This design comes from an exercise in tuning for small area on the open sky130 flow, not from production work.
RTL that was checked went through simulation tests only; none was proved equivalent to the original.
For run 2, only the layout was checked, not whether the RTL still works.

==> design.v <==
module nuc_mul (input [14:0] k, input [15:0] d, output [30:0] p);
wire pp1;
wire pp2;
wire pp3;
wire pp4;
wire pp5;
wire pp6;
wire pp7;
wire pp8;
wire pp9;
wire pp10;
wire pp11;
wire pp12;
wire pp13;
wire pp14;
wire pp15;
wire pp16;
wire pp17;
wire pp18;
wire pp19;
wire pp20;
wire pp21;
wire pp22;
wire pp23;
wire pp24;
wire pp25;
wire pp26;
wire pp27;
wire pp28;
wire pp29;
wire pp30;
wire pp31;
wire pp32;
wire pp33;
wire pp34;
wire pp35;
wire pp36;
wire pp37;
wire pp38;
wire pp39;
wire pp40;
wire pp41;
wire pp42;
wire pp43;
wire pp44;
wire pp45;
wire pp46;
wire pp47;
wire pp48;
wire pp49;
wire pp50;
wire pp51;
wire pp52;
wire pp53;
wire pp54;
wire pp55;
wire pp56;
wire pp57;
wire pp58;
wire pp59;
wire pp60;
wire pp61;
wire pp62;
wire pp63;
wire pp64;
wire pp65;
wire pp66;
wire pp67;
wire pp68;
wire pp69;
wire pp70;
wire pp71;
wire pp72;
wire pp73;
wire pp74;
wire pp75;
wire pp76;
wire pp77;
wire pp78;
wire pp79;
wire pp80;
wire pp81;
wire pp82;
wire pp83;
wire pp84;
wire pp85;
wire pp86;
wire pp87;
wire pp88;
wire pp89;
wire pp90;
wire pp91;
wire pp92;
wire pp93;
wire pp94;
wire pp95;
wire pp96;
wire pp97;
wire pp98;
wire pp99;
wire pp100;
wire pp101;
wire pp102;
wire pp103;
wire pp104;
wire pp105;
wire pp106;
wire pp107;
wire pp108;
wire pp109;
wire pp110;
wire pp111;
wire pp112;
wire pp113;
wire pp114;
wire pp115;
wire pp116;
wire pp117;
wire pp118;
wire pp119;
wire pp120;
wire pp121;
wire pp122;
wire pp123;
wire pp124;
wire pp125;
wire pp126;
wire pp127;
wire pp128;
wire pp129;
wire pp130;
wire pp131;
wire pp132;
wire pp133;
wire pp134;
wire pp135;
wire pp136;
wire pp137;
wire pp138;
wire pp139;
wire pp140;
wire pp141;
wire pp142;
wire pp143;
wire pp144;
wire pp145;
wire pp146;
wire pp147;
wire pp148;
wire pp149;
wire pp150;
wire pp151;
wire pp152;
wire pp153;
wire pp154;
wire pp155;
wire pp156;
wire pp157;
wire pp158;
wire pp159;
wire pp160;
wire pp161;
wire pp162;
wire pp163;
wire pp164;
wire pp165;
wire pp166;
wire pp167;
wire pp168;
wire pp169;
wire pp170;
wire pp171;
wire pp172;
wire pp173;
wire pp174;
wire pp175;
wire pp176;
wire pp177;
wire pp178;
wire pp179;
wire pp180;
wire pp181;
wire pp182;
wire pp183;
wire pp184;
wire pp185;
wire pp186;
wire pp187;
wire pp188;
wire pp189;
wire pp190;
wire pp191;
wire pp192;
wire pp193;
wire pp194;
wire pp195;
wire pp196;
wire pp197;
wire pp198;
wire pp199;
wire pp200;
wire pp201;
wire pp202;
wire pp203;
wire pp204;
wire pp205;
wire pp206;
wire pp207;
wire pp208;
wire pp209;
wire pp210;
wire pp211;
wire pp212;
wire pp213;
wire pp214;
wire pp215;
wire pp216;
wire pp217;
wire pp218;
wire pp219;
wire pp220;
wire pp221;
wire pp222;
wire pp223;
wire pp224;
wire pp225;
wire pp226;
wire pp227;
wire pp228;
wire pp229;
wire pp230;
wire pp231;
wire pp232;
wire pp233;
wire pp234;
wire pp235;
wire pp236;
wire pp237;
wire pp238;
wire pp239;
wire pp240;
wire s241;
wire c242;
wire s243;
wire c244;
wire s245;
wire c246;
wire s247;
wire c248;
wire s249;
wire c250;
wire s251;
wire c252;
wire s253;
wire c254;
wire s255;
wire c256;
wire s257;
wire c258;
wire s259;
wire c260;
wire s261;
wire c262;
wire s263;
wire c264;
wire s265;
wire c266;
wire s267;
wire c268;
wire s269;
wire c270;
wire s271;
wire c272;
wire s273;
wire c274;
wire s275;
wire c276;
wire s277;
wire c278;
wire s279;
wire c280;
wire s281;
wire c282;
wire s283;
wire c284;
wire s285;
wire c286;
wire s287;
wire c288;
wire s289;
wire c290;
wire s291;
wire c292;
wire s293;
wire c294;
wire s295;
wire c296;
wire s297;
wire c298;
wire s299;
wire c300;
wire s301;
wire c302;
wire s303;
wire c304;
wire s305;
wire c306;
wire s307;
wire c308;
wire s309;
wire c310;
wire s311;
wire c312;
wire s313;
wire c314;
wire s315;
wire c316;
wire s317;
wire c318;
wire s319;
wire c320;
wire s321;
wire c322;
wire s323;
wire c324;
wire s325;
wire c326;
wire s327;
wire c328;
wire s329;
wire c330;
wire s331;
wire c332;
wire s333;
wire c334;
wire s335;
wire c336;
wire s337;
wire c338;
wire s339;
wire c340;
wire s341;
wire c342;
wire s343;
wire c344;
wire s345;
wire c346;
wire s347;
wire c348;
wire s349;
wire c350;
wire s351;
wire c352;
wire s353;
wire c354;
wire s355;
wire c356;
wire s357;
wire c358;
wire s359;
wire c360;
wire s361;
wire c362;
wire s363;
wire c364;
wire s365;
wire c366;
wire s367;
wire c368;
wire s369;
wire c370;
wire s371;
wire c372;
wire s373;
wire c374;
wire s375;
wire c376;
wire s377;
wire c378;
wire s379;
wire c380;
wire s381;
wire c382;
wire s383;
wire c384;
wire s385;
wire c386;
wire s387;
wire c388;
wire s389;
wire c390;
wire s391;
wire c392;
wire s393;
wire c394;
wire s395;
wire c396;
wire s397;
wire c398;
wire s399;
wire c400;
wire s401;
wire c402;
wire s403;
wire c404;
wire s405;
wire c406;
wire s407;
wire c408;
wire s409;
wire c410;
wire s411;
wire c412;
wire s413;
wire c414;
wire s415;
wire c416;
wire s417;
wire c418;
wire s419;
wire c420;
wire s421;
wire c422;
wire s423;
wire c424;
wire s425;
wire c426;
wire s427;
wire c428;
wire s429;
wire c430;
wire s431;
wire c432;
wire s433;
wire c434;
wire s435;
wire c436;
wire s437;
wire c438;
wire s439;
wire c440;
wire s441;
wire c442;
wire s443;
wire c444;
wire s445;
wire c446;
wire s447;
wire c448;
wire s449;
wire c450;
wire s451;
wire c452;
wire s453;
wire c454;
wire s455;
wire c456;
wire s457;
wire c458;
wire s459;
wire c460;
wire s461;
wire c462;
wire s463;
wire c464;
wire s465;
wire c466;
wire s467;
wire c468;
wire s469;
wire c470;
wire s471;
wire c472;
wire s473;
wire c474;
wire s475;
wire c476;
wire s477;
wire c478;
wire s479;
wire c480;
wire s481;
wire c482;
wire s483;
wire c484;
wire s485;
wire c486;
wire s487;
wire c488;
wire s489;
wire c490;
wire s491;
wire c492;
wire s493;
wire c494;
wire s495;
wire c496;
wire s497;
wire c498;
wire s499;
wire c500;
wire s501;
wire c502;
wire s503;
wire c504;
wire s505;
wire c506;
wire s507;
wire c508;
wire s509;
wire c510;
wire s511;
wire c512;
wire s513;
wire c514;
wire s515;
wire c516;
wire s517;
wire c518;
wire s519;
wire c520;
wire s521;
wire c522;
wire s523;
wire c524;
wire s525;
wire c526;
wire s527;
wire c528;
wire s529;
wire c530;
wire s531;
wire c532;
wire s533;
wire c534;
wire s535;
wire c536;
wire s537;
wire c538;
wire s539;
wire c540;
wire s541;
wire c542;
wire s543;
wire c544;
wire s545;
wire c546;
wire s547;
wire c548;
wire s549;
wire c550;
wire s551;
wire c552;
wire s553;
wire c554;
wire s555;
wire c556;
wire s557;
wire c558;
wire s559;
wire c560;
wire s561;
wire c562;
wire s563;
wire c564;
wire s565;
wire c566;
wire s567;
wire c568;
wire s569;
wire c570;
wire s571;
wire c572;
wire s573;
wire c574;
wire s575;
wire c576;
wire s577;
wire c578;
wire s579;
wire c580;
wire s581;
wire c582;
wire s583;
wire c584;
wire s585;
wire c586;
wire s587;
wire c588;
wire s589;
wire c590;
wire s591;
wire c592;
wire s593;
wire c594;
wire s595;
wire c596;
wire s597;
wire c598;
wire s599;
wire c600;
wire s601;
wire c602;
wire s603;
wire c604;
wire s605;
wire c606;
wire s607;
wire c608;
wire s609;
wire c610;
wire s611;
wire c612;
wire s613;
wire c614;
wire s615;
wire c616;
wire s617;
wire c618;
wire s619;
wire c620;
wire s621;
wire c622;
wire s623;
wire c624;
wire s625;
wire c626;
wire s627;
wire c628;
wire s629;
wire c630;
wire s631;
wire c632;
assign pp1 = ~(k[0] & d[0]);
assign pp2 = ~(k[0] & d[1]);
assign pp3 = ~(k[0] & d[2]);
assign pp4 = ~(k[0] & d[3]);
assign pp5 = ~(k[0] & d[4]);
assign pp6 = ~(k[0] & d[5]);
assign pp7 = ~(k[0] & d[6]);
assign pp8 = ~(k[0] & d[7]);
assign pp9 = ~(k[0] & d[8]);
assign pp10 = ~(k[0] & d[9]);
assign pp11 = ~(k[0] & d[10]);
assign pp12 = ~(k[0] & d[11]);
assign pp13 = ~(k[0] & d[12]);
assign pp14 = ~(k[0] & d[13]);
assign pp15 = ~(k[0] & d[14]);
assign pp16 = k[0] & d[15];
assign pp17 = ~(k[1] & d[0]);
assign pp18 = ~(k[1] & d[1]);
assign pp19 = ~(k[1] & d[2]);
assign pp20 = ~(k[1] & d[3]);
assign pp21 = ~(k[1] & d[4]);
assign pp22 = ~(k[1] & d[5]);
assign pp23 = ~(k[1] & d[6]);
assign pp24 = ~(k[1] & d[7]);
assign pp25 = ~(k[1] & d[8]);
assign pp26 = ~(k[1] & d[9]);
assign pp27 = ~(k[1] & d[10]);
assign pp28 = ~(k[1] & d[11]);
assign pp29 = ~(k[1] & d[12]);
assign pp30 = ~(k[1] & d[13]);
assign pp31 = ~(k[1] & d[14]);
assign pp32 = k[1] & d[15];
assign pp33 = ~(k[2] & d[0]);
assign pp34 = ~(k[2] & d[1]);
assign pp35 = ~(k[2] & d[2]);
assign pp36 = ~(k[2] & d[3]);
assign pp37 = ~(k[2] & d[4]);
assign pp38 = ~(k[2] & d[5]);
assign pp39 = ~(k[2] & d[6]);
assign pp40 = ~(k[2] & d[7]);
assign pp41 = ~(k[2] & d[8]);
assign pp42 = ~(k[2] & d[9]);
assign pp43 = ~(k[2] & d[10]);
assign pp44 = ~(k[2] & d[11]);
assign pp45 = ~(k[2] & d[12]);
assign pp46 = ~(k[2] & d[13]);
assign pp47 = ~(k[2] & d[14]);
assign pp48 = k[2] & d[15];
assign pp49 = ~(k[3] & d[0]);
assign pp50 = ~(k[3] & d[1]);
assign pp51 = ~(k[3] & d[2]);
assign pp52 = ~(k[3] & d[3]);
assign pp53 = ~(k[3] & d[4]);
assign pp54 = ~(k[3] & d[5]);
assign pp55 = ~(k[3] & d[6]);
assign pp56 = ~(k[3] & d[7]);
assign pp57 = ~(k[3] & d[8]);
assign pp58 = ~(k[3] & d[9]);
assign pp59 = ~(k[3] & d[10]);
assign pp60 = ~(k[3] & d[11]);
assign pp61 = ~(k[3] & d[12]);
assign pp62 = ~(k[3] & d[13]);
assign pp63 = ~(k[3] & d[14]);
assign pp64 = k[3] & d[15];
assign pp65 = ~(k[4] & d[0]);
assign pp66 = ~(k[4] & d[1]);
assign pp67 = ~(k[4] & d[2]);
assign pp68 = ~(k[4] & d[3]);
assign pp69 = ~(k[4] & d[4]);
assign pp70 = ~(k[4] & d[5]);
assign pp71 = ~(k[4] & d[6]);
assign pp72 = ~(k[4] & d[7]);
assign pp73 = ~(k[4] & d[8]);
assign pp74 = ~(k[4] & d[9]);
assign pp75 = ~(k[4] & d[10]);
assign pp76 = ~(k[4] & d[11]);
assign pp77 = ~(k[4] & d[12]);
assign pp78 = ~(k[4] & d[13]);
assign pp79 = ~(k[4] & d[14]);
assign pp80 = k[4] & d[15];
assign pp81 = ~(k[5] & d[0]);
assign pp82 = ~(k[5] & d[1]);
assign pp83 = ~(k[5] & d[2]);
assign pp84 = ~(k[5] & d[3]);
assign pp85 = ~(k[5] & d[4]);
assign pp86 = ~(k[5] & d[5]);
assign pp87 = ~(k[5] & d[6]);
assign pp88 = ~(k[5] & d[7]);
assign pp89 = ~(k[5] & d[8]);
assign pp90 = ~(k[5] & d[9]);
assign pp91 = ~(k[5] & d[10]);
assign pp92 = ~(k[5] & d[11]);
assign pp93 = ~(k[5] & d[12]);
assign pp94 = ~(k[5] & d[13]);
assign pp95 = ~(k[5] & d[14]);
assign pp96 = k[5] & d[15];
assign pp97 = ~(k[6] & d[0]);
assign pp98 = ~(k[6] & d[1]);
assign pp99 = ~(k[6] & d[2]);
assign pp100 = ~(k[6] & d[3]);
assign pp101 = ~(k[6] & d[4]);
assign pp102 = ~(k[6] & d[5]);
assign pp103 = ~(k[6] & d[6]);
assign pp104 = ~(k[6] & d[7]);
assign pp105 = ~(k[6] & d[8]);
assign pp106 = ~(k[6] & d[9]);
assign pp107 = ~(k[6] & d[10]);
assign pp108 = ~(k[6] & d[11]);
assign pp109 = ~(k[6] & d[12]);
assign pp110 = ~(k[6] & d[13]);
assign pp111 = ~(k[6] & d[14]);
assign pp112 = k[6] & d[15];
assign pp113 = ~(k[7] & d[0]);
assign pp114 = ~(k[7] & d[1]);
assign pp115 = ~(k[7] & d[2]);
assign pp116 = ~(k[7] & d[3]);
assign pp117 = ~(k[7] & d[4]);
assign pp118 = ~(k[7] & d[5]);
assign pp119 = ~(k[7] & d[6]);
assign pp120 = ~(k[7] & d[7]);
assign pp121 = ~(k[7] & d[8]);
assign pp122 = ~(k[7] & d[9]);
assign pp123 = ~(k[7] & d[10]);
assign pp124 = ~(k[7] & d[11]);
assign pp125 = ~(k[7] & d[12]);
assign pp126 = ~(k[7] & d[13]);
assign pp127 = ~(k[7] & d[14]);
assign pp128 = k[7] & d[15];
assign pp129 = ~(k[8] & d[0]);
assign pp130 = ~(k[8] & d[1]);
assign pp131 = ~(k[8] & d[2]);
assign pp132 = ~(k[8] & d[3]);
assign pp133 = ~(k[8] & d[4]);
assign pp134 = ~(k[8] & d[5]);
assign pp135 = ~(k[8] & d[6]);
assign pp136 = ~(k[8] & d[7]);
assign pp137 = ~(k[8] & d[8]);
assign pp138 = ~(k[8] & d[9]);
assign pp139 = ~(k[8] & d[10]);
assign pp140 = ~(k[8] & d[11]);
assign pp141 = ~(k[8] & d[12]);
assign pp142 = ~(k[8] & d[13]);
assign pp143 = ~(k[8] & d[14]);
assign pp144 = k[8] & d[15];
assign pp145 = ~(k[9] & d[0]);
assign pp146 = ~(k[9] & d[1]);
assign pp147 = ~(k[9] & d[2]);
assign pp148 = ~(k[9] & d[3]);
assign pp149 = ~(k[9] & d[4]);
assign pp150 = ~(k[9] & d[5]);
assign pp151 = ~(k[9] & d[6]);
assign pp152 = ~(k[9] & d[7]);
assign pp153 = ~(k[9] & d[8]);
assign pp154 = ~(k[9] & d[9]);
assign pp155 = ~(k[9] & d[10]);
assign pp156 = ~(k[9] & d[11]);
assign pp157 = ~(k[9] & d[12]);
assign pp158 = ~(k[9] & d[13]);
assign pp159 = ~(k[9] & d[14]);
assign pp160 = k[9] & d[15];
assign pp161 = ~(k[10] & d[0]);
assign pp162 = ~(k[10] & d[1]);
assign pp163 = ~(k[10] & d[2]);
assign pp164 = ~(k[10] & d[3]);
assign pp165 = ~(k[10] & d[4]);
assign pp166 = ~(k[10] & d[5]);
assign pp167 = ~(k[10] & d[6]);
assign pp168 = ~(k[10] & d[7]);
assign pp169 = ~(k[10] & d[8]);
assign pp170 = ~(k[10] & d[9]);
assign pp171 = ~(k[10] & d[10]);
assign pp172 = ~(k[10] & d[11]);
assign pp173 = ~(k[10] & d[12]);
assign pp174 = ~(k[10] & d[13]);
assign pp175 = ~(k[10] & d[14]);
assign pp176 = k[10] & d[15];
assign pp177 = ~(k[11] & d[0]);
assign pp178 = ~(k[11] & d[1]);
assign pp179 = ~(k[11] & d[2]);
assign pp180 = ~(k[11] & d[3]);
assign pp181 = ~(k[11] & d[4]);
assign pp182 = ~(k[11] & d[5]);
assign pp183 = ~(k[11] & d[6]);
assign pp184 = ~(k[11] & d[7]);
assign pp185 = ~(k[11] & d[8]);
assign pp186 = ~(k[11] & d[9]);
assign pp187 = ~(k[11] & d[10]);
assign pp188 = ~(k[11] & d[11]);
assign pp189 = ~(k[11] & d[12]);
assign pp190 = ~(k[11] & d[13]);
assign pp191 = ~(k[11] & d[14]);
assign pp192 = k[11] & d[15];
assign pp193 = ~(k[12] & d[0]);
assign pp194 = ~(k[12] & d[1]);
assign pp195 = ~(k[12] & d[2]);
assign pp196 = ~(k[12] & d[3]);
assign pp197 = ~(k[12] & d[4]);
assign pp198 = ~(k[12] & d[5]);
assign pp199 = ~(k[12] & d[6]);
assign pp200 = ~(k[12] & d[7]);
assign pp201 = ~(k[12] & d[8]);
assign pp202 = ~(k[12] & d[9]);
assign pp203 = ~(k[12] & d[10]);
assign pp204 = ~(k[12] & d[11]);
assign pp205 = ~(k[12] & d[12]);
assign pp206 = ~(k[12] & d[13]);
assign pp207 = ~(k[12] & d[14]);
assign pp208 = k[12] & d[15];
assign pp209 = ~(k[13] & d[0]);
assign pp210 = ~(k[13] & d[1]);
assign pp211 = ~(k[13] & d[2]);
assign pp212 = ~(k[13] & d[3]);
assign pp213 = ~(k[13] & d[4]);
assign pp214 = ~(k[13] & d[5]);
assign pp215 = ~(k[13] & d[6]);
assign pp216 = ~(k[13] & d[7]);
assign pp217 = ~(k[13] & d[8]);
assign pp218 = ~(k[13] & d[9]);
assign pp219 = ~(k[13] & d[10]);
assign pp220 = ~(k[13] & d[11]);
assign pp221 = ~(k[13] & d[12]);
assign pp222 = ~(k[13] & d[13]);
assign pp223 = ~(k[13] & d[14]);
assign pp224 = k[13] & d[15];
assign pp225 = ~(k[14] & d[0]);
assign pp226 = ~(k[14] & d[1]);
assign pp227 = ~(k[14] & d[2]);
assign pp228 = ~(k[14] & d[3]);
assign pp229 = ~(k[14] & d[4]);
assign pp230 = ~(k[14] & d[5]);
assign pp231 = ~(k[14] & d[6]);
assign pp232 = ~(k[14] & d[7]);
assign pp233 = ~(k[14] & d[8]);
assign pp234 = ~(k[14] & d[9]);
assign pp235 = ~(k[14] & d[10]);
assign pp236 = ~(k[14] & d[11]);
assign pp237 = ~(k[14] & d[12]);
assign pp238 = ~(k[14] & d[13]);
assign pp239 = ~(k[14] & d[14]);
assign pp240 = k[14] & d[15];
nuc_han u242 (pp14, pp29, s241, c242);
nuc_fa u244 (pp15, pp30, pp45, s243, c244);
nuc_han u246 (pp60, pp75, s245, c246);
nuc_fa u248 (pp16, pp31, pp46, s247, c248);
nuc_fa u250 (pp61, pp76, pp91, s249, c250);
nuc_han u252 (pp106, pp121, s251, c252);
nuc_fa u254 (pp32, pp47, pp62, s253, c254);
nuc_fa u256 (pp77, pp92, pp107, s255, c256);
nuc_fa u258 (pp48, pp63, pp78, s257, c258);
nuc_han u260 (pp10, pp25, s259, c260);
nuc_fa u262 (pp11, pp26, pp41, s261, c262);
nuc_han u264 (pp56, pp71, s263, c264);
nuc_fa u266 (pp12, pp27, pp42, s265, c266);
nuc_fa u268 (pp57, pp72, pp87, s267, c268);
nuc_han u270 (pp102, pp117, s269, c270);
nuc_fa u272 (pp13, pp28, pp43, s271, c272);
nuc_fa u274 (pp58, pp73, pp88, s273, c274);
nuc_fa u276 (pp103, pp118, pp133, s275, c276);
nuc_han u278 (pp148, pp163, s277, c278);
nuc_fa u280 (s241, pp44, pp59, s279, c280);
nuc_fa u282 (pp74, pp89, pp104, s281, c282);
nuc_fa u284 (pp119, pp134, pp149, s283, c284);
nuc_fa u286 (pp164, pp179, pp194, s285, c286);
nuc_fa u288 (s243, s245, pp90, s287, c288);
nuc_fa u290 (pp105, pp120, pp135, s289, c290);
nuc_fa u292 (pp150, pp165, pp180, s291, c292);
nuc_fa u294 (pp195, pp210, pp225, s293, c294);
nuc_fa u296 (s247, s249, s251, s295, c296);
nuc_fa u298 (pp136, pp151, pp166, s297, c298);
nuc_fa u300 (pp181, pp196, pp211, s299, c300);
nuc_fa u302 (pp226, 1'b0, c244, s301, c302);
nuc_fa u304 (s253, s255, pp122, s303, c304);
nuc_fa u306 (pp137, pp152, pp167, s305, c306);
nuc_fa u308 (pp182, pp197, pp212, s307, c308);
nuc_fa u310 (pp227, c248, c250, s309, c310);
nuc_fa u312 (s257, pp93, pp108, s311, c312);
nuc_fa u314 (pp123, pp138, pp153, s313, c314);
nuc_fa u316 (pp168, pp183, pp198, s315, c316);
nuc_fa u318 (pp213, pp228, c254, s317, c318);
nuc_fa u320 (pp64, pp79, pp94, s319, c320);
nuc_fa u322 (pp109, pp124, pp139, s321, c322);
nuc_fa u324 (pp154, pp169, pp184, s323, c324);
nuc_fa u326 (pp199, pp214, pp229, s325, c326);
nuc_fa u328 (pp80, pp95, pp110, s327, c328);
nuc_fa u330 (pp125, pp140, pp155, s329, c330);
nuc_fa u332 (pp170, pp185, pp200, s331, c332);
nuc_fa u334 (pp96, pp111, pp126, s333, c334);
nuc_fa u336 (pp141, pp156, pp171, s335, c336);
nuc_fa u338 (pp112, pp127, pp142, s337, c338);
nuc_han u340 (pp7, pp22, s339, c340);
nuc_fa u342 (pp8, pp23, pp38, s341, c342);
nuc_han u344 (pp53, pp68, s343, c344);
nuc_fa u346 (pp9, pp24, pp39, s345, c346);
nuc_fa u348 (pp54, pp69, pp84, s347, c348);
nuc_han u350 (pp99, pp114, s349, c350);
nuc_fa u352 (s259, pp40, pp55, s351, c352);
nuc_fa u354 (pp70, pp85, pp100, s353, c354);
nuc_fa u356 (pp115, pp130, pp145, s355, c356);
nuc_fa u358 (s261, s263, pp86, s357, c358);
nuc_fa u360 (pp101, pp116, pp131, s359, c360);
nuc_fa u362 (pp146, pp161, c260, s361, c362);
nuc_fa u364 (s265, s267, s269, s363, c364);
nuc_fa u366 (pp132, pp147, pp162, s365, c366);
nuc_fa u368 (pp177, c262, c264, s367, c368);
nuc_fa u370 (s271, s273, s275, s369, c370);
nuc_fa u372 (s277, pp178, pp193, s371, c372);
nuc_fa u374 (c266, c268, c270, s373, c374);
nuc_fa u376 (s279, s281, s283, s375, c376);
nuc_fa u378 (s285, pp209, c272, s377, c378);
nuc_fa u380 (c274, c276, c278, s379, c380);
nuc_fa u382 (s287, s289, s291, s381, c382);
nuc_fa u384 (s293, c242, c280, s383, c384);
nuc_fa u386 (c282, c284, c286, s385, c386);
nuc_fa u388 (s295, s297, s299, s387, c388);
nuc_fa u390 (s301, c246, c288, s389, c390);
nuc_fa u392 (c290, c292, c294, s391, c392);
nuc_fa u394 (s303, s305, s307, s393, c394);
nuc_fa u396 (s309, c252, c296, s395, c396);
nuc_fa u398 (c298, c300, c302, s397, c398);
nuc_fa u400 (s311, s313, s315, s399, c400);
nuc_fa u402 (s317, c256, c304, s401, c402);
nuc_fa u404 (c306, c308, c310, s403, c404);
nuc_fa u406 (s319, s321, s323, s405, c406);
nuc_fa u408 (s325, c258, c312, s407, c408);
nuc_fa u410 (c314, c316, c318, s409, c410);
nuc_fa u412 (s327, s329, s331, s411, c412);
nuc_fa u414 (pp215, pp230, c320, s413, c414);
nuc_fa u416 (c322, c324, c326, s415, c416);
nuc_fa u418 (s333, s335, pp186, s417, c418);
nuc_fa u420 (pp201, pp216, pp231, s419, c420);
nuc_fa u422 (c328, c330, c332, s421, c422);
nuc_fa u424 (s337, pp157, pp172, s423, c424);
nuc_fa u426 (pp187, pp202, pp217, s425, c426);
nuc_fa u428 (pp232, c334, c336, s427, c428);
nuc_fa u430 (pp128, pp143, pp158, s429, c430);
nuc_fa u432 (pp173, pp188, pp203, s431, c432);
nuc_fa u434 (pp218, pp233, c338, s433, c434);
nuc_fa u436 (pp144, pp159, pp174, s435, c436);
nuc_fa u438 (pp189, pp204, pp219, s437, c438);
nuc_fa u440 (pp160, pp175, pp190, s439, c440);
nuc_han u442 (pp5, pp20, s441, c442);
nuc_fa u444 (pp6, pp21, pp36, s443, c444);
nuc_han u446 (pp51, pp66, s445, c446);
nuc_fa u448 (s339, pp37, pp52, s447, c448);
nuc_fa u450 (pp67, pp82, pp97, s449, c450);
nuc_fa u452 (s341, s343, pp83, s451, c452);
nuc_fa u454 (pp98, pp113, c340, s453, c454);
nuc_fa u456 (s345, s347, s349, s455, c456);
nuc_fa u458 (pp129, c342, c344, s457, c458);
nuc_fa u460 (s351, s353, s355, s459, c460);
nuc_fa u462 (c346, c348, c350, s461, c462);
nuc_fa u464 (s357, s359, s361, s463, c464);
nuc_fa u466 (c352, c354, c356, s465, c466);
nuc_fa u468 (s363, s365, s367, s467, c468);
nuc_fa u470 (c358, c360, c362, s469, c470);
nuc_fa u472 (s369, s371, s373, s471, c472);
nuc_fa u474 (c364, c366, c368, s473, c474);
nuc_fa u476 (s375, s377, s379, s475, c476);
nuc_fa u478 (c370, c372, c374, s477, c478);
nuc_fa u480 (s381, s383, s385, s479, c480);
nuc_fa u482 (c376, c378, c380, s481, c482);
nuc_fa u484 (s387, s389, s391, s483, c484);
nuc_fa u486 (c382, c384, c386, s485, c486);
nuc_fa u488 (s393, s395, s397, s487, c488);
nuc_fa u490 (c388, c390, c392, s489, c490);
nuc_fa u492 (s399, s401, s403, s491, c492);
nuc_fa u494 (c394, c396, c398, s493, c494);
nuc_fa u496 (s405, s407, s409, s495, c496);
nuc_fa u498 (c400, c402, c404, s497, c498);
nuc_fa u500 (s411, s413, s415, s499, c500);
nuc_fa u502 (c406, c408, c410, s501, c502);
nuc_fa u504 (s417, s419, s421, s503, c504);
nuc_fa u506 (c412, c414, c416, s505, c506);
nuc_fa u508 (s423, s425, s427, s507, c508);
nuc_fa u510 (c418, c420, c422, s509, c510);
nuc_fa u512 (s429, s431, s433, s511, c512);
nuc_fa u514 (c424, c426, c428, s513, c514);
nuc_fa u516 (s435, s437, pp234, s515, c516);
nuc_fa u518 (c430, c432, c434, s517, c518);
nuc_fa u520 (s439, pp205, pp220, s519, c520);
nuc_fa u522 (pp235, c436, c438, s521, c522);
nuc_fa u524 (pp176, pp191, pp206, s523, c524);
nuc_fa u526 (pp221, pp236, c440, s525, c526);
nuc_fa u528 (pp192, pp207, pp222, s527, c528);
nuc_han u530 (pp4, pp19, s529, c530);
nuc_fa u532 (s441, pp35, pp50, s531, c532);
nuc_fa u534 (s443, s445, pp81, s533, c534);
nuc_fa u536 (s447, s449, c444, s535, c536);
nuc_fa u538 (s451, s453, c448, s537, c538);
nuc_fa u540 (s455, s457, c452, s539, c540);
nuc_fa u542 (s459, s461, c456, s541, c542);
nuc_fa u544 (s463, s465, c460, s543, c544);
nuc_fa u546 (s467, s469, c464, s545, c546);
nuc_fa u548 (s471, s473, c468, s547, c548);
nuc_fa u550 (s475, s477, c472, s549, c550);
nuc_fa u552 (s479, s481, c476, s551, c552);
nuc_fa u554 (s483, s485, c480, s553, c554);
nuc_fa u556 (s487, s489, c484, s555, c556);
nuc_fa u558 (s491, s493, c488, s557, c558);
nuc_fa u560 (s495, s497, c492, s559, c560);
nuc_fa u562 (s499, s501, c496, s561, c562);
nuc_fa u564 (s503, s505, c500, s563, c564);
nuc_fa u566 (s507, s509, c504, s565, c566);
nuc_fa u568 (s511, s513, c508, s567, c568);
nuc_fa u570 (s515, s517, c512, s569, c570);
nuc_fa u572 (s519, s521, c516, s571, c572);
nuc_fa u574 (s523, s525, c520, s573, c574);
nuc_fa u576 (s527, pp237, c524, s575, c576);
nuc_fa u578 (pp208, pp223, pp238, s577, c578);
nuc_han u580 (pp3, pp18, s579, c580);
nuc_fa u582 (s529, pp34, pp49, s581, c582);
nuc_fa u584 (s531, pp65, c530, s583, c584);
nuc_fa u586 (s533, c442, c532, s585, c586);
nuc_fa u588 (s535, c446, c534, s587, c588);
nuc_fa u590 (s537, c450, c536, s589, c590);
nuc_fa u592 (s539, c454, c538, s591, c592);
nuc_fa u594 (s541, c458, c540, s593, c594);
nuc_fa u596 (s543, c462, c542, s595, c596);
nuc_fa u598 (s545, c466, c544, s597, c598);
nuc_fa u600 (s547, c470, c546, s599, c600);
nuc_fa u602 (s549, c474, c548, s601, c602);
nuc_fa u604 (s551, c478, c550, s603, c604);
nuc_fa u606 (s553, c482, c552, s605, c606);
nuc_fa u608 (s555, c486, c554, s607, c608);
nuc_fa u610 (s557, c490, c556, s609, c610);
nuc_fa u612 (s559, c494, c558, s611, c612);
nuc_fa u614 (s561, c498, c560, s613, c614);
nuc_fa u616 (s563, c502, c562, s615, c616);
nuc_fa u618 (s565, c506, c564, s617, c618);
nuc_fa u620 (s567, c510, c566, s619, c620);
nuc_fa u622 (s569, c514, c568, s621, c622);
nuc_fa u624 (s571, c518, c570, s623, c624);
nuc_fa u626 (s573, c522, c572, s625, c626);
nuc_fa u628 (s575, c526, c574, s627, c628);
nuc_fa u630 (s577, c528, c576, s629, c630);
nuc_fa u632 (pp224, pp239, c578, s631, c632);
wire [30:0] ra = {1'b0, pp240, s631, s629, s627, s625, s623, s621, s619, s617, s615, s613, s611, s609, s607, s605, s603, s601, s599, s597, s595, s593, s591, s589, s587, s585, s583, s581, s579, pp2, pp1};
wire [30:0] rb = {1'b1, c632, c630, c628, c626, c624, c622, c620, c618, c616, c614, c612, c610, c608, c606, c604, c602, c600, c598, c596, c594, c592, c590, c588, c586, c584, c582, c580, pp33, pp17, 1'b1};
assign p = ~(ra + rb + 1'b1);
endmodule
module nuc_fa (input a, input b, input c, output s, output co);
assign s = a ^ b ^ c;
assign co = (a & b) | (a & c) | (b & c);
endmodule
module nuc_han (input a, input b, output s, output co);
assign s = ~(a ^ b);
assign co = a | b;
endmodule
`timescale 1ns / 1ps
module nonuniform_top_v0 #(
    parameter IMAGE_WIDE_LENGTH = 256    ,
    parameter IMAGE_HIGH_LENGTH = 192    ,
    parameter ADDRS_DW          = 21     ,
    parameter DW                = 16
) (
    input                               i_rst_n                 ,
    input                               i_clk                   ,
    input   [DW-1:0]                    i_data                  ,
    input                               i_hs                    ,
    input                               i_vs                    ,
    input   [3:0]                       i_clac_b_mean_num       ,
    input                               i_clac_b_en             ,
    input   [ADDRS_DW-1:0]              i_b_addrs               ,
    output                              o_clac_b_done           ,
    input   [3:0]                       i_data_sel              ,
    input   [ADDRS_DW-1:0]              i_k_addrs               ,
    input                               i_init_k_load           ,
    output                              o_bp_type               ,
    output  [DW-1:0]                    o_data                  ,
    output  [DW-1:0]                    o_calc_b_mean_data      ,
    output  [DW-1:0]                    o_center_y16_data       ,
    output  [DW-1:0]                    o_sub_aver_y16          ,
    output                              o_hs                    ,
    output                              o_vs                    ,
    output                              o_mem_wr_start          ,
    output   [ADDRS_DW-1:0]             o_mem_wr_addrs          ,
    output   [ADDRS_DW-1:0]             o_mem_wr_lengths        ,
    output   [DW-1:0]                   o_mem_wr_data           ,
    output                              o_mem_wr_data_vld       ,
    output                              o_mem_rd0_start         ,
    output   [ADDRS_DW-1:0]             o_mem_rd0_addrs         ,
    output   [ADDRS_DW-1:0]             o_mem_rd0_lengths       ,
    input    [DW-1:0]                   i_mem_rd0_data          ,
    output                              o_mem_rd0_data_req      ,
    output                              o_mem_rd1_start         ,
    output   [ADDRS_DW-1:0]             o_mem_rd1_addrs         ,
    output   [ADDRS_DW-1:0]             o_mem_rd1_lengths       ,
    input    [DW-1:0]                   i_mem_rd1_data          ,
    output                              o_mem_rd1_data_req
);
localparam IMAGE_LENGTH = IMAGE_WIDE_LENGTH * IMAGE_HIGH_LENGTH;
reg     [12:0]  vsd;
reg     [10:0]  hsd;
always @(posedge i_clk) begin
    vsd <= {vsd[11:0], i_vs};
    hsd <= {hsd[9:0], i_hs};
end
assign o_vs = vsd[10];
assign o_hs = hsd[10];
wire    pix_vld   = i_hs & i_vs;
wire    frame_end = vsd[12] & ~vsd[11];
assign o_mem_rd0_data_req = pix_vld;
assign o_mem_rd1_data_req = pix_vld;
assign o_mem_rd0_addrs    = i_b_addrs;
assign o_mem_wr_addrs     = i_b_addrs;
assign o_mem_rd1_addrs    = i_k_addrs;
assign o_mem_rd0_lengths  = IMAGE_LENGTH;
assign o_mem_rd1_lengths  = IMAGE_LENGTH;
assign o_mem_wr_lengths   = IMAGE_LENGTH;
reg             rd_start;
reg     [1:0]   sel;             
reg             init_k_load;
always @(posedge i_clk) begin
    rd_start <= frame_end;
    if (frame_end) begin
        case (i_data_sel)
        4'b0010: sel <= 2'd1;
        4'b0100: sel <= 2'd2;
        4'b1000: sel <= 2'd3;
        default: sel <= 2'd0;
        endcase
        init_k_load <= i_init_k_load;
    end
end
assign o_mem_rd1_start = rd_start;
reg             calc_en;         
reg     [DW-1:0] data_dly;
always @(posedge i_clk) begin
    data_dly <= i_data;
end
wire    [DW-1:0]    b_word  = calc_en ? 16'd1 : i_mem_rd0_data;
wire    [14:0]      k_word  = init_k_load ? 15'd8192 : i_mem_rd1_data[14:0];
wire    [DW-1:0]    x_sub_b = data_dly - b_word;
wire    [30:0]      prod;        
reg     [DW-1:0]    y16;
nuc_mul mul_inst (.k(k_word), .d(x_sub_b), .p(prod));
always @(*) begin
    if (!prod[30] && (prod[29] | prod[28]))
        y16 = 16'h7FFF;
    else if (prod[30] && !(prod[29] & prod[28]))
        y16 = 16'h8000;
    else
        y16 = prod[28:13];
end
reg     [DW-1:0]    out_word;
always @(*) begin
    case (sel)
    2'd1:    out_word = data_dly;
    2'd2:    out_word = b_word;
    2'd3:    out_word = {1'b0, k_word};
    default: out_word = y16;
    endcase
end
reg     [DW-1:0]    pipe [0:9];
reg     [9:0]       bp_pipe;
integer i;
always @(posedge i_clk) begin
    pipe[0] <= out_word;
    for (i = 1; i < 10; i = i + 1)
        pipe[i] <= pipe[i-1];
    bp_pipe <= {bp_pipe[8:0], i_mem_rd1_data[DW-1]};
end
assign o_data    = pipe[9];
assign o_bp_type = bp_pipe[9];
reg     [7:0]   hcnt;
reg     [7:0]   vcnt;
wire            line_end = i_hs & (hcnt == 8'd255);
always @(posedge i_clk) begin
    if (!i_vs)
        hcnt <= 8'd0;
    else if (i_hs)
        hcnt <= hcnt + 1'b1;
    if (!i_vs)
        vcnt <= 8'd0;
    else if (line_end && (vcnt != IMAGE_HIGH_LENGTH - 1))
        vcnt <= vcnt + 1'b1;
end
wire    center_in = pix_vld && (hcnt == (IMAGE_WIDE_LENGTH >> 1) - 1)
                            && (vcnt == (IMAGE_HIGH_LENGTH >> 1) - 1);
reg     [3:0]       ccnt;        
reg     [DW-1:0]    center_y16;
reg     [DW-1:0]    center_out;
always @(posedge i_clk) begin
    if (center_in)
        ccnt <= 4'd10;
    else if (ccnt != 4'd0)
        ccnt <= ccnt - 1'b1;
    if (ccnt == 4'd10)
        center_y16 <= y16;
    if (ccnt == 4'd1)
        center_out <= center_y16;
end
assign o_center_y16_data = center_out;
reg     [1:0]   calc_en_dly;
reg             calc_sync;
reg             calc_done;
wire            vs_fall = vsd[1] & ~vsd[0];
wire            vs_rise = ~vsd[1] & vsd[0];
always @(posedge i_clk or negedge i_rst_n) begin
    if (!i_rst_n) begin
        calc_en_dly <= 2'b00;
        calc_sync   <= 1'b0;
        calc_en     <= 1'b0;
    end
    else begin
        calc_en_dly <= {calc_en_dly[0], i_clac_b_en};
        if (vs_fall && calc_sync)
            calc_sync <= 1'b0;
        else if ((calc_en_dly == 2'b01) && !calc_sync)
            calc_sync <= 1'b1;
        if (calc_en && calc_done)
            calc_en <= 1'b0;
        else if (vs_fall && calc_sync)
            calc_en <= 1'b1;
    end
end
reg     [7:0]   start_cnt;
reg     [5:0]   fcnt;
reg             wr_start;
reg             mean_en;
reg             calc_en_d;       
reg     [1:0]   round_d;         
always @(posedge i_clk) begin
    if (!calc_en)
        start_cnt <= 8'h0f;
    else if (i_vs)
        start_cnt <= 8'h00;
    else if (start_cnt != 8'hFF)
        start_cnt <= start_cnt + 8'h01;
    wr_start <= (start_cnt == 8'hF0);
    if (!calc_en)
        fcnt <= 6'd0;
    else if (start_cnt == 8'h0A)
        fcnt <= fcnt + 6'd1;
    case (i_clac_b_mean_num)
    4'b0001: calc_done <= (start_cnt == 8'h0A) && (fcnt > 6'd2 );
    4'b0010: calc_done <= (start_cnt == 8'h0A) && (fcnt > 6'd6 );
    4'b1000: calc_done <= (start_cnt == 8'h0A) && (fcnt > 6'd30);
    default: calc_done <= (start_cnt == 8'h0A) && (fcnt > 6'd14);
    endcase
    if (fcnt == 6'd0)
        mean_en <= 1'b0;
    else if (wr_start) begin
        case (i_clac_b_mean_num)
        4'b0001: if (fcnt == 6'd3 ) mean_en <= 1'b1;
        4'b0010: if (fcnt == 6'd7 ) mean_en <= 1'b1;
        4'b1000: if (fcnt == 6'd3 ) mean_en <= 1'b1;
        default: if (fcnt == 6'd15) mean_en <= 1'b1;
        endcase
    end
    calc_en_d <= calc_en;
    case (i_clac_b_mean_num)
    4'b0001: round_d <= 2'd0;
    4'b0010: round_d <= 2'd1;
    4'b1000: round_d <= 2'd3;
    default: round_d <= 2'd2;
    endcase
end
assign o_clac_b_done   = calc_done;
assign o_mem_wr_start  = wr_start;
assign o_mem_rd0_start = calc_en ? wr_start : rd_start;
wire    [16:0]  add_full = {1'b0, data_dly} + ({15'd0, 2'b10} << round_d);
wire    [14:0]  add_q    = calc_en_d ? add_full[16:2] : 15'd0;
wire    [DW-1:0] rd_word = calc_en ? i_mem_rd0_data : 16'd1;
reg     [DW-1:0] add_sh;
always @(*) begin
    case (i_clac_b_mean_num)
    4'b0001: add_sh = {1'b0, add_q};
    4'b0010: add_sh = {2'b0, add_q[14:1]};
    4'b1000: add_sh = {4'b0, add_q[14:3]};
    default: add_sh = {3'b0, add_q[14:2]};
    endcase
end
reg     [DW-1:0]    wr_data;
always @(posedge i_clk) begin
    wr_data <= add_sh + ((fcnt == 6'd0) ? 16'd0 : rd_word);
end
assign o_mem_wr_data     = wr_data;
assign o_mem_wr_data_vld = hsd[1] & vsd[1];
reg     [31:0]  data_sum;
wire    [31:0]  data_sum_nx;
wire    [32:0]  sum_c;
assign sum_c[0] = 1'b0;
genvar gi;
generate
    for (gi = 0; gi < 32; gi = gi + 1) begin : g_sum
        if (gi < DW) begin : g_fa
            nuc_fa u_fa (.a(data_sum[gi]), .b(wr_data[gi]), .c(sum_c[gi]), .s(data_sum_nx[gi]), .co(sum_c[gi+1]));
        end
        else begin : g_ha
            nuc_ha u_ha (.a(data_sum[gi]), .b(sum_c[gi]), .s(data_sum_nx[gi]), .co(sum_c[gi+1]));
        end
    end
endgenerate
always @(posedge i_clk) begin
    if (vs_rise && calc_en)
        data_sum <= 32'd0;
    else if (mean_en && o_mem_wr_data_vld)
        data_sum <= data_sum_nx;
end
localparam D_IDLE = 2'd0, D_S1 = 2'd1, D_S2 = 2'd2, D_S3 = 2'd3;
reg     [1:0]   dstate;
reg     [4:0]   dcnt;
reg     [1:0]   drem;
reg     [16:0]  dsh;
reg             dvld;
reg     [DW-1:0] mean;
wire    [2:0]   dtrial = {drem, dsh[16]};
wire            dq     = (dtrial >= 3'd3);
wire            dstart = (dstate == D_IDLE) && calc_done;
always @(posedge i_clk) begin
    if (!i_rst_n)
        dstate <= D_IDLE;
    else begin
        case (dstate)
        D_IDLE: if (calc_done) dstate <= D_S1;
        D_S1:   dstate <= D_S2;
        D_S2:   dstate <= (dcnt == 5'd0) ? D_S3 : D_S1;
        default: dstate <= D_IDLE;
        endcase
    end
end
always @(posedge i_clk) begin
    if (dstart)
        dcnt <= 5'd31;
    else if (dstate == D_S2)
        dcnt <= dcnt - 1'b1;
    if (dstart) begin
        drem <= {1'b0, data_sum[31]};
        dsh  <= data_sum[30:14];
    end
    else if ((dstate == D_S2) && (dcnt[4] | (dcnt[3:0] == 4'hF))) begin
        drem <= dq ? (dtrial - 3'd3) : dtrial[1:0];
        dsh  <= {dsh[15:0], dq};
    end
    dvld <= (dstate == D_S3);
    if (dvld)
        mean <= dsh[15:0];
end
assign o_calc_b_mean_data = mean;
wire    [DW:0]  sub_c;
assign sub_c[0] = 1'b1;
generate
    for (gi = 0; gi < DW; gi = gi + 1) begin : g_sub
        nuc_fa u_fa (.a(center_out[gi]), .b(~mean[gi]), .c(sub_c[gi]), .s(o_sub_aver_y16[gi]), .co(sub_c[gi+1]));
    end
endgenerate
endmodule
module nuc_ha (input a, input b, output s, output co);
assign s  = a ^ b;
assign co = a & b;
endmodule
==> flow/run.sh <==
#!/bin/bash
# Standard ORFS layout, with the port buffers made from the smallest buffer cell.
set -euo pipefail
export BUFFER_PORTS_ARGS="-buffer_cell sky130_fd_sc_hd__buf_1"
bash standard.sh > standard.log 2>&1
==> standard.sh <==
#!/bin/bash
# synth_recipe.tcl (not shown) runs the flow's synth.tcl, then flattens the netlist and writes it again
# the make line also repeats each setting of config.mk as NAME=value (left out here)
make -C /OpenROAD-flow-scripts/flow DESIGN_CONFIG=/design/flow/config.mk WORK_HOME=/design/flow/orfs CLKGATE_MAP_FILE= SYNTH_SCRIPT=/design/flow/synth_recipe.tcl "${@:-finish}"
==> config.mk <==
export PLATFORM = sky130hd
export DESIGN_NAME = nonuniform_top_v0
export DESIGN_NICKNAME = nonuniform_top_v0
export VERILOG_FILES = /design/flow/design.v
export SDC_FILE = /design/flow/constraint.sdc
export NUM_CORES = 4
export LEC_CHECK = 0
export CAP_MARGIN = 20
export CORE_MARGIN = 2
export CORE_UTILIZATION = 40
export PLACE_DENSITY = 0.6
export SLEW_MARGIN = 20
export SYNTH_HIERARCHICAL = 1
export SYNTH_MINIMUM_KEEP_SIZE = 0
==> constraint.sdc <==
create_clock -name core_clock -period 10.0 [get_ports {i_clk}]
set_input_delay 2.0000 -clock core_clock [delete_from_list [all_inputs] [get_ports {i_clk}]]
set_output_delay 2.0000 -clock core_clock [all_outputs]
set_load 0.01 [all_outputs]
==> metrics.md, run 1 <==
| Metric | Value |
|---|---|
| Hold Buf Count CTS | 0 |
| Syn_area_per_cell | ~10 µm² |
| Io pins | 320 |
| Initial antenna violation count | 2 |
| Hold Crit Start | pipe[1][1] |
| Vias per inst | 5.055 |
| Final hold violations | 0 |
| WP data required | approximately 8.0 ns |
| Final Util | 45.84% |
| Fmax | 102.9 MHz |
| Worst Setup SP | center_out[0] |
| Final net count | 2,742 |
| Min cycle time layout | around 10 ns |
| Iteration-0 DRC Markers | 1,042 |
| RD Place Congestion | 0.9194 |
| Area delta synth->final | 12.86% |
| Row cnt | 85 |
| Worst min path class | flip-flop to flip-flop |
| Setup Skew | around 0.022 ns |
| H-tree levels | 2 |
| Vias | 15,362 |
| Most common cell after layout, fill and taps aside | nand2_1 |
| Hpwl dp | 42,070 µm |
| Reg-to-Reg Start | data_sum[0] |
| Clk buf depth | 3 |
| Share of layout cells above drive strength 1 | 10.85% |
| I/O Buffers | about 150 |
| Dpl cells | 2,966 |
| Pre-antenna DRT Iters | 6 |
| Die Y | 238.5 µm |
| Routed WL | ~54,000 µm |
| Clk sinks | 381 |
| Starting Density | between 40% and 50% |
| First-pass GRT wire length | 85,330 µm |
| Post-route DRC | 0 |
| Clock Root Buffer | clkbuf_16 |
| Status | complete, no violations |
| Gate Count Post-Synth | 2,134 |
| Slew @ Worst Pin | about 1.1 ns |
| Cell depth of the worst hold path | 0 |
| Die ar. | 56,860 µm² |
| Worst-path clk slew | 0.06 ns |
| Core area | about 54,000 µm² |
| Gr ovfl total | 0 |
| R2R cell count | 34 |
| Die Width | 238.5 µm |
| Largest net degree at the start of global routing | 33 |
| Endpoints failing setup | 0 |
| Total CTS buffers | 37 |
| CP max FO | 2 |
| Commonest non-fill, non-tap cells in the layout | 395 x nand2_1, 308 x dfxtp_1, 206 x fa_1 |
| Worst Setup End Kind | primary output |
| Ys Warns | 8 |
| Netlist Area Pre-Place | roughly 22,000 µm² |
| Final worst-path cycle share | around 100% |
| Slew Viols, Final | 0 |
| Post-DRT Antenna Nets | 0 |
| Number of global-route vias before repair | 15,679 |
| Setup CP Type | flip-flop to primary output |
| Number of max-cap violations | 0 |
| Worst rel slew slack | 27.37% |
| CP Launch Type | flip-flop |
| TritonCTS clock tree | yes |
| Skew-Pair Late Insertion Delay | 0.55 ns |
| Worst path arrival time | 7.72 ns |
| Layout Cells excl Fill | 3,039 |
| Wire per inst | 17.78 µm |
| Tot GR Track Use | 19.17% |
[through the flow]
stage | worst slack, ns | hold WS, ns | instance area (µm²) | setup TNS [ns]
after global placement | -0.09737 | 0.3108 | 23430 | -1.259
after global routing | -0.005761 | 0.3286 | 24810 | -0.005761
after detailed placement | -0.3276 | 0.3121 | 23430 | -7.155
after CTS | 0.02075 | 0.3245 | 24700 | 0
after floorplan | 0.02438 | 0.3096 | 22290 | 0
final | 0.2826 | 0.3228 | 24820 | 0
[final cells by class]
cell class,count,area [µm²]
multi-input cells,1495,12340
clock inverters,13,166.4
repair buffers,277,1545
flip-flops and latches,381,8338
diodes,2,5.005
fillers,5105,29320
well taps,696,870.8
inverters,120,450.4
clock buffers,55,1095
[what timing repair did]
action | CTS | global route
gates resized for setup | 4 | 18
pin swaps | 1 | 2
gates cloned | 0 | 0
setup buffers | 0 | 2
endpoints found under the setup margin | 1 | 33
[critical path, stage by stage, from the launching register on]
cell and delay [ns]:
edfxtp_1 0.45, fa_1 0.47, fa_1 0.39, fa_1 0.39, fa_1 0.39, fa_1 0.40
fa_1 0.40, fa_1 0.41, fa_1 0.40, fa_1 0.40, fa_1 0.45, fa_1 0.41
fa_1 0.40, fa_1 0.39, fa_1 0.39, fa_1 0.39, fa_1 0.49, buf_1 0.15
[layer usage]
layer  track usage (%)  vias up  share of wire [%]
met3             4.882      119                8.0
met1             26.17     7390                 45
met5                 0        -                  0
li1                  -     7215                  -
met2             29.64      638                 44
met4             6.572        0                3.0
[registers in the layout, summed over array words and instances, names as in the netlist, 6 cells and up]
name / cells
bp_pipe: 10
center_out: 16
center_y16: 16
data_dly: 16
data_sum: 32
dsh: 17
fcnt: 6
hcnt: 8
hsd: 11
mean: 16
pipe: 160
start_cnt: 8
vcnt: 8
vsd: 13
wr_data: 16
[final timing paths]
check	to	slack, ns
worst min register to register	pipe[2][1]	0.32
worst min-delay path	pipe[2][1]	0.32
max in group asynchronous	calc_en_dly[0]	8.32
worst max-delay path	o_sub_aver_y16[15]	0.28
worst max register to register	data_sum[31]	0.37
min in group asynchronous	calc_en_dly[1]	1.37
==> run 2, diff against run 1 <==
--- a/design.v
+++ b/design.v
@@ -873,8 +873,8 @@
 assign pp240 = k[14] & d[15];
-nuc_han u242 (pp14, pp29, s241, c242);
+nuc_fa u242 (pp14, pp29, 1'b1, s241, c242);
 nuc_fa u244 (pp15, pp30, pp45, s243, c244);
-nuc_han u246 (pp60, pp75, s245, c246);
+nuc_fa u246 (pp60, pp75, 1'b1, s245, c246);
 nuc_fa u248 (pp16, pp31, pp46, s247, c248);
 nuc_fa u250 (pp61, pp76, pp91, s249, c250);
-nuc_han u252 (pp106, pp121, s251, c252);
+nuc_fa u252 (pp106, pp121, 1'b1, s251, c252);
 nuc_fa u254 (pp32, pp47, pp62, s253, c254);
@@ -882,8 +882,8 @@
 nuc_fa u258 (pp48, pp63, pp78, s257, c258);
-nuc_han u260 (pp10, pp25, s259, c260);
+nuc_fa u260 (pp10, pp25, 1'b1, s259, c260);
 nuc_fa u262 (pp11, pp26, pp41, s261, c262);
-nuc_han u264 (pp56, pp71, s263, c264);
+nuc_fa u264 (pp56, pp71, 1'b1, s263, c264);
 nuc_fa u266 (pp12, pp27, pp42, s265, c266);
 nuc_fa u268 (pp57, pp72, pp87, s267, c268);
-nuc_han u270 (pp102, pp117, s269, c270);
+nuc_fa u270 (pp102, pp117, 1'b1, s269, c270);
 nuc_fa u272 (pp13, pp28, pp43, s271, c272);
@@ -891,3 +891,3 @@
 nuc_fa u276 (pp103, pp118, pp133, s275, c276);
-nuc_han u278 (pp148, pp163, s277, c278);
+nuc_fa u278 (pp148, pp163, 1'b1, s277, c278);
 nuc_fa u280 (s241, pp44, pp59, s279, c280);
@@ -922,8 +922,8 @@
 nuc_fa u338 (pp112, pp127, pp142, s337, c338);
-nuc_han u340 (pp7, pp22, s339, c340);
+nuc_fa u340 (pp7, pp22, 1'b1, s339, c340);
 nuc_fa u342 (pp8, pp23, pp38, s341, c342);
-nuc_han u344 (pp53, pp68, s343, c344);
+nuc_fa u344 (pp53, pp68, 1'b1, s343, c344);
 nuc_fa u346 (pp9, pp24, pp39, s345, c346);
 nuc_fa u348 (pp54, pp69, pp84, s347, c348);
-nuc_han u350 (pp99, pp114, s349, c350);
+nuc_fa u350 (pp99, pp114, 1'b1, s349, c350);
 nuc_fa u352 (s259, pp40, pp55, s351, c352);
@@ -973,5 +973,5 @@
 nuc_fa u440 (pp160, pp175, pp190, s439, c440);
-nuc_han u442 (pp5, pp20, s441, c442);
+nuc_fa u442 (pp5, pp20, 1'b1, s441, c442);
 nuc_fa u444 (pp6, pp21, pp36, s443, c444);
-nuc_han u446 (pp51, pp66, s445, c446);
+nuc_fa u446 (pp51, pp66, 1'b1, s445, c446);
 nuc_fa u448 (s339, pp37, pp52, s447, c448);
@@ -1017,3 +1017,3 @@
 nuc_fa u528 (pp192, pp207, pp222, s527, c528);
-nuc_han u530 (pp4, pp19, s529, c530);
+nuc_fa u530 (pp4, pp19, 1'b1, s529, c530);
 nuc_fa u532 (s441, pp35, pp50, s531, c532);
@@ -1042,3 +1042,3 @@
 nuc_fa u578 (pp208, pp223, pp238, s577, c578);
-nuc_han u580 (pp3, pp18, s579, c580);
+nuc_fa u580 (pp3, pp18, 1'b1, s579, c580);
 nuc_fa u582 (s529, pp34, pp49, s581, c582);
@@ -1077,6 +1077,2 @@
 endmodule
-module nuc_han (input a, input b, output s, output co);
-assign s = ~(a ^ b);
-assign co = a | b;
-endmodule
 `timescale 1ns / 1ps
@@ -1315,2 +1311,3 @@
 wire    [32:0]  sum_c;
+wire            sum_en = mean_en & o_mem_wr_data_vld;
 assign sum_c[0] = 1'b0;
@@ -1320,3 +1317,3 @@
         if (gi < DW) begin : g_fa
-            nuc_fa u_fa (.a(data_sum[gi]), .b(wr_data[gi]), .c(sum_c[gi]), .s(data_sum_nx[gi]), .co(sum_c[gi+1]));
+            nuc_fa u_fa (.a(data_sum[gi]), .b(wr_data[gi] & sum_en), .c(sum_c[gi]), .s(data_sum_nx[gi]), .co(sum_c[gi+1]));
         end
@@ -1330,4 +1327,4 @@
         data_sum <= 32'd0;
-    else if (mean_en && o_mem_wr_data_vld)
-        data_sum <= data_sum_nx;
+    else
+        data_sum <= data_sum_nx;     
 end
==> flow/run.sh (replaced) <==
#!/bin/bash
# Standard ORFS layout, with the port buffers made from the smallest buffer
# cell and no dummy loads in the clock tree.
set -euo pipefail
export BUFFER_PORTS_ARGS="-buffer_cell sky130_fd_sc_hd__buf_1"
export CTS_ARGS="-sink_clustering_enable -repair_clock_nets -dont_use_dummy_load"
bash standard.sh > standard.log 2>&1
--- a/config.mk
+++ b/config.mk
@@ -9,4 +9,4 @@
 export CORE_MARGIN = 2
-export CORE_UTILIZATION = 40
-export PLACE_DENSITY = 0.6
+export CORE_UTILIZATION = 65
+export PLACE_DENSITY = 0.8
 export SLEW_MARGIN = 20
==> metrics.md, run 2 <==
| Metric | Value |
|---|---|
| Commonest non-fill, non-tap cells in the layout | 332 x nand2_1, 308 x dfxtp_1, 218 x fa_1 |
| Setup CP Type | input port to flip-flop |
| Most flops, register | pipe |
| Post-DRT Antenna Nets | 0 (unchanged) |
| Vias per inst | 5.701 (+13%) |
| Starting Density | 66.44% (+26 points) |
| Number of max-cap violations | 0 (unchanged) |
| First-pass GRT wire length | 80,860 µm (-5.2%) |
| Setup Skew | 0.06355 ns (+0.04184 ns) |
| RD Place Congestion | 0.9717 (+5.7%) |
| Clk sinks | 381 (unchanged) |
| CP Launch Type | input port |
| Die ar. | 34,910 µm² (-39%) |
| Top cell by count, worst path | fa_1 |
| Fmax | 102.1 MHz (-0.83%) |
| Number of global-route vias before repair | 15,607 (-0.46%) |
| Slew Viols, Final | 0 (unchanged) |
| Slowest cell on crit path | fa_1 |
| Worst min path class | flip-flop to flip-flop |
| Share of layout cells above drive strength 1 | 10.11% (-0.74 points) |
| CP max FO | 14 (+12) |
| H-tree levels | 2 (unchanged) |
| Worst rel slew slack | 20.57% (-6.8 points) |
| Vias | 14,987 (-2.4%) |
| Hold Buf Count CTS | 0 (unchanged) |
| Die Y | 186.8 µm (-22%) |
| Initial antenna violation count | 1 (-1) |
| Clock Root Buffer | clkbuf_16 |
| Slowest stage delay, CP | 0.58 ns (+0.09 ns) |
| Min cycle time layout | 9.799 ns (+0.08150 ns) |
| Final Util | 72.91% (+27 points) |
| Seq. cell area | 8338 µm² (unchanged) |
| Wire per inst | 19.41 µm (+9.1%) |
| Routed WL | 51,030 µm (-5.6%) |
| Slew @ Worst Pin | 1.186 ns (+0.1015 ns) |
| Iteration-0 DRC Markers | 1,043 (+0.096%) |
| Worst-path clk slew | 0.06 ns (about the same) |
| Worst Setup End Kind | flip-flop |
| Most common cell after layout, fill and taps aside | nand2_1 |
| Clk buf depth | 3 (unchanged) |
| Place WS | -0.2454 ns (+0.08215 ns) |
| Area delta synth->final | 9.732% |
| Core area | 32,700 µm² (-40%) |
| Pre-antenna DRT Iters | 6 (unchanged) |
| Multi-input gate area | 12,330 µm² (-0.12%) |
| Final net count | 2,618 (-4.5%) |
| Largest net degree at the start of global routing | 33 (unchanged) |
| Hpwl dp | 38,510 µm (-8.4%) |
| Skew-Pair Late Insertion Delay | 0.52 ns (-0.03 ns) |
| Ys Warns | 8 (unchanged) |
| Max reg flops | 160 (unchanged) |
| Final hold violations | 0 (unchanged) |
| Gr ovfl total | 0 (unchanged) |
| WP data required | 10.35 ns (+2.35 ns) |
| Layout fillers | 2,235 (-56%) |
| I/O Buffers | 151 (unchanged) |
| Total CTS buffers | 36 (-2.7%) |
| Post-route DRC | 0 (unchanged) |
| Final worst-path cycle share | 97.99% (+0.82 points) |
| Largest regs | pipe: 160 flops, data_sum: 32 flops, dsh: 17 flops |
| Endpoints failing setup | 0 (unchanged) |
| Die Width | 186.8 µm (-22%) |
| Gate Count Post-Synth | 1,999 (-6.3%) |
| Io pins | 320 (unchanged) |
| Row cnt | 66 (-22%) |
| Worst path arrival time | 10.15 ns (+2.43 ns) |
| TritonCTS clock tree | yes |
| Final worst setup slack | 0.2011 ns (-0.08150 ns) |
| Syn_area_per_cell | 10.87 µm² (+5.5%) |
| Tot GR Track Use | 29.40% (+10 points) |
| Total negative slack | 0 ns (unchanged) |
| Netlist Area Pre-Place | 21,730 µm² (-1.2%) |
| Status | complete, no violations |
-- run 2: cell types whose count changed in the layout (fill, tap and decap cells not counted), sizes merged, moves of 10 or more --
cell    change
fa         +14
inv        -58
nor2       -22
buf        -10
and2       +52
clkbuf     -19
a21oi      -37
ha         -14
conb       +14
nand2      -64
-- run 2: through the flow --
step | cells | instance area [µm²] | hold WS, ns
detailed placement | 2590 | 22860 | 0.3121
finish | 2629 | 23840 | 0.2971
global placement | 2590 | 22850 | 0.3095
global route | 2628 | 23840 | 0.3058
floorplan | 2075 | 22030 | 0.3096
CTS | 2626 | 23770 | 0.2941
-- run 2: timing repair --
action	4_1_cts	5_1_grt
setup buffers	0	1
pin swaps	0	6
gates cloned	0	0
endpoints found under the setup margin	2	31
gates resized for setup	6	17
-- run 2: layer usage --
layer	GRT usage, %	share of wire (%)
met2	48.26	48
met3	6.867	9.7
met4	10.16	3.2
met5	0.9615	0.063
met1	38.56	39
-- run 2: worst max-delay path: cells and delay by family --
| kind | cells | cell delay (ns) |
|---|---|---|
| adder cells (fa/ha/maj) | 9 | 4.11 |
| AND/OR/NAND/NOR | 6 | 1.18 |
| XOR/XNOR | 2 | 0.31 |
| buffers and inverters | 4 | 0.59 |
| multiplexers | 1 | 0.46 |
| AO/OA/AOI/OAI | 8 | 1.51 |
-- run 2: final timing paths --
kind / from / endpoint / slack [ns] / depth (start not counted)
hold / removal: pipe[6][10] / pipe[7][10] / 0.30 / 0
min in group asynchronous: i_rst_n / calc_sync / 1.43 / 1
setup / recovery: i_mem_rd0_data[0] / pipe[0][12] / 0.20 / 30
hold reg to reg: pipe[6][10] / pipe[7][10] / 0.30 / 0
max in group asynchronous: i_rst_n / calc_en / 8.25 / 1
setup reg to reg: vsd[1] / data_sum[31] / 0.37 / 35
-- run 2: area by class of cell --
cell class	count	area share, %
multi-input combinational	1439	51.71
sequential	381	34.97
timing repair buffer	267	6.218
clock buffer	36	3.778
tap	442	2.319
inverter	63	0.9918
antenna	1	0.01050

## re-timing with driven ports
The results above use ideal ports. As a check the final layouts listed here were re-extracted and re-timed, cells and wires unchanged. Step 1, drivers: a clkbuf_16 drives i_clk and a buf_2 each remaining input, both assumed. Step 2, shift: input delay + t, output delay - t, t = (earliest + latest rising clock arrival at the registers) / 2. This alone moves slack from input paths to output paths. a / b / c = no drivers / after step 1 / after step 2; a / b = the first two.
run | shift t [ns] | setup slack, ns | worst hold slack (ns) | clock arrival spread, ns
run 1 | 0.589 | 0.283 / 0.232 / -0.211 | 0.323 / 0.323 / 0.323 | 0.023 / 0.023
run 2 | 0.542 | 0.201 / 0.214 / -0.318 | 0.297 / 0.297 / 0.297 | 0.068 / 0.068
With both steps, setup timing fails in run 1 and run 2, where it was met with ideal ports. The setup slack of run 2, which loses most, moves by +0.013 ns with the drivers and by -0.519 ns with both steps.
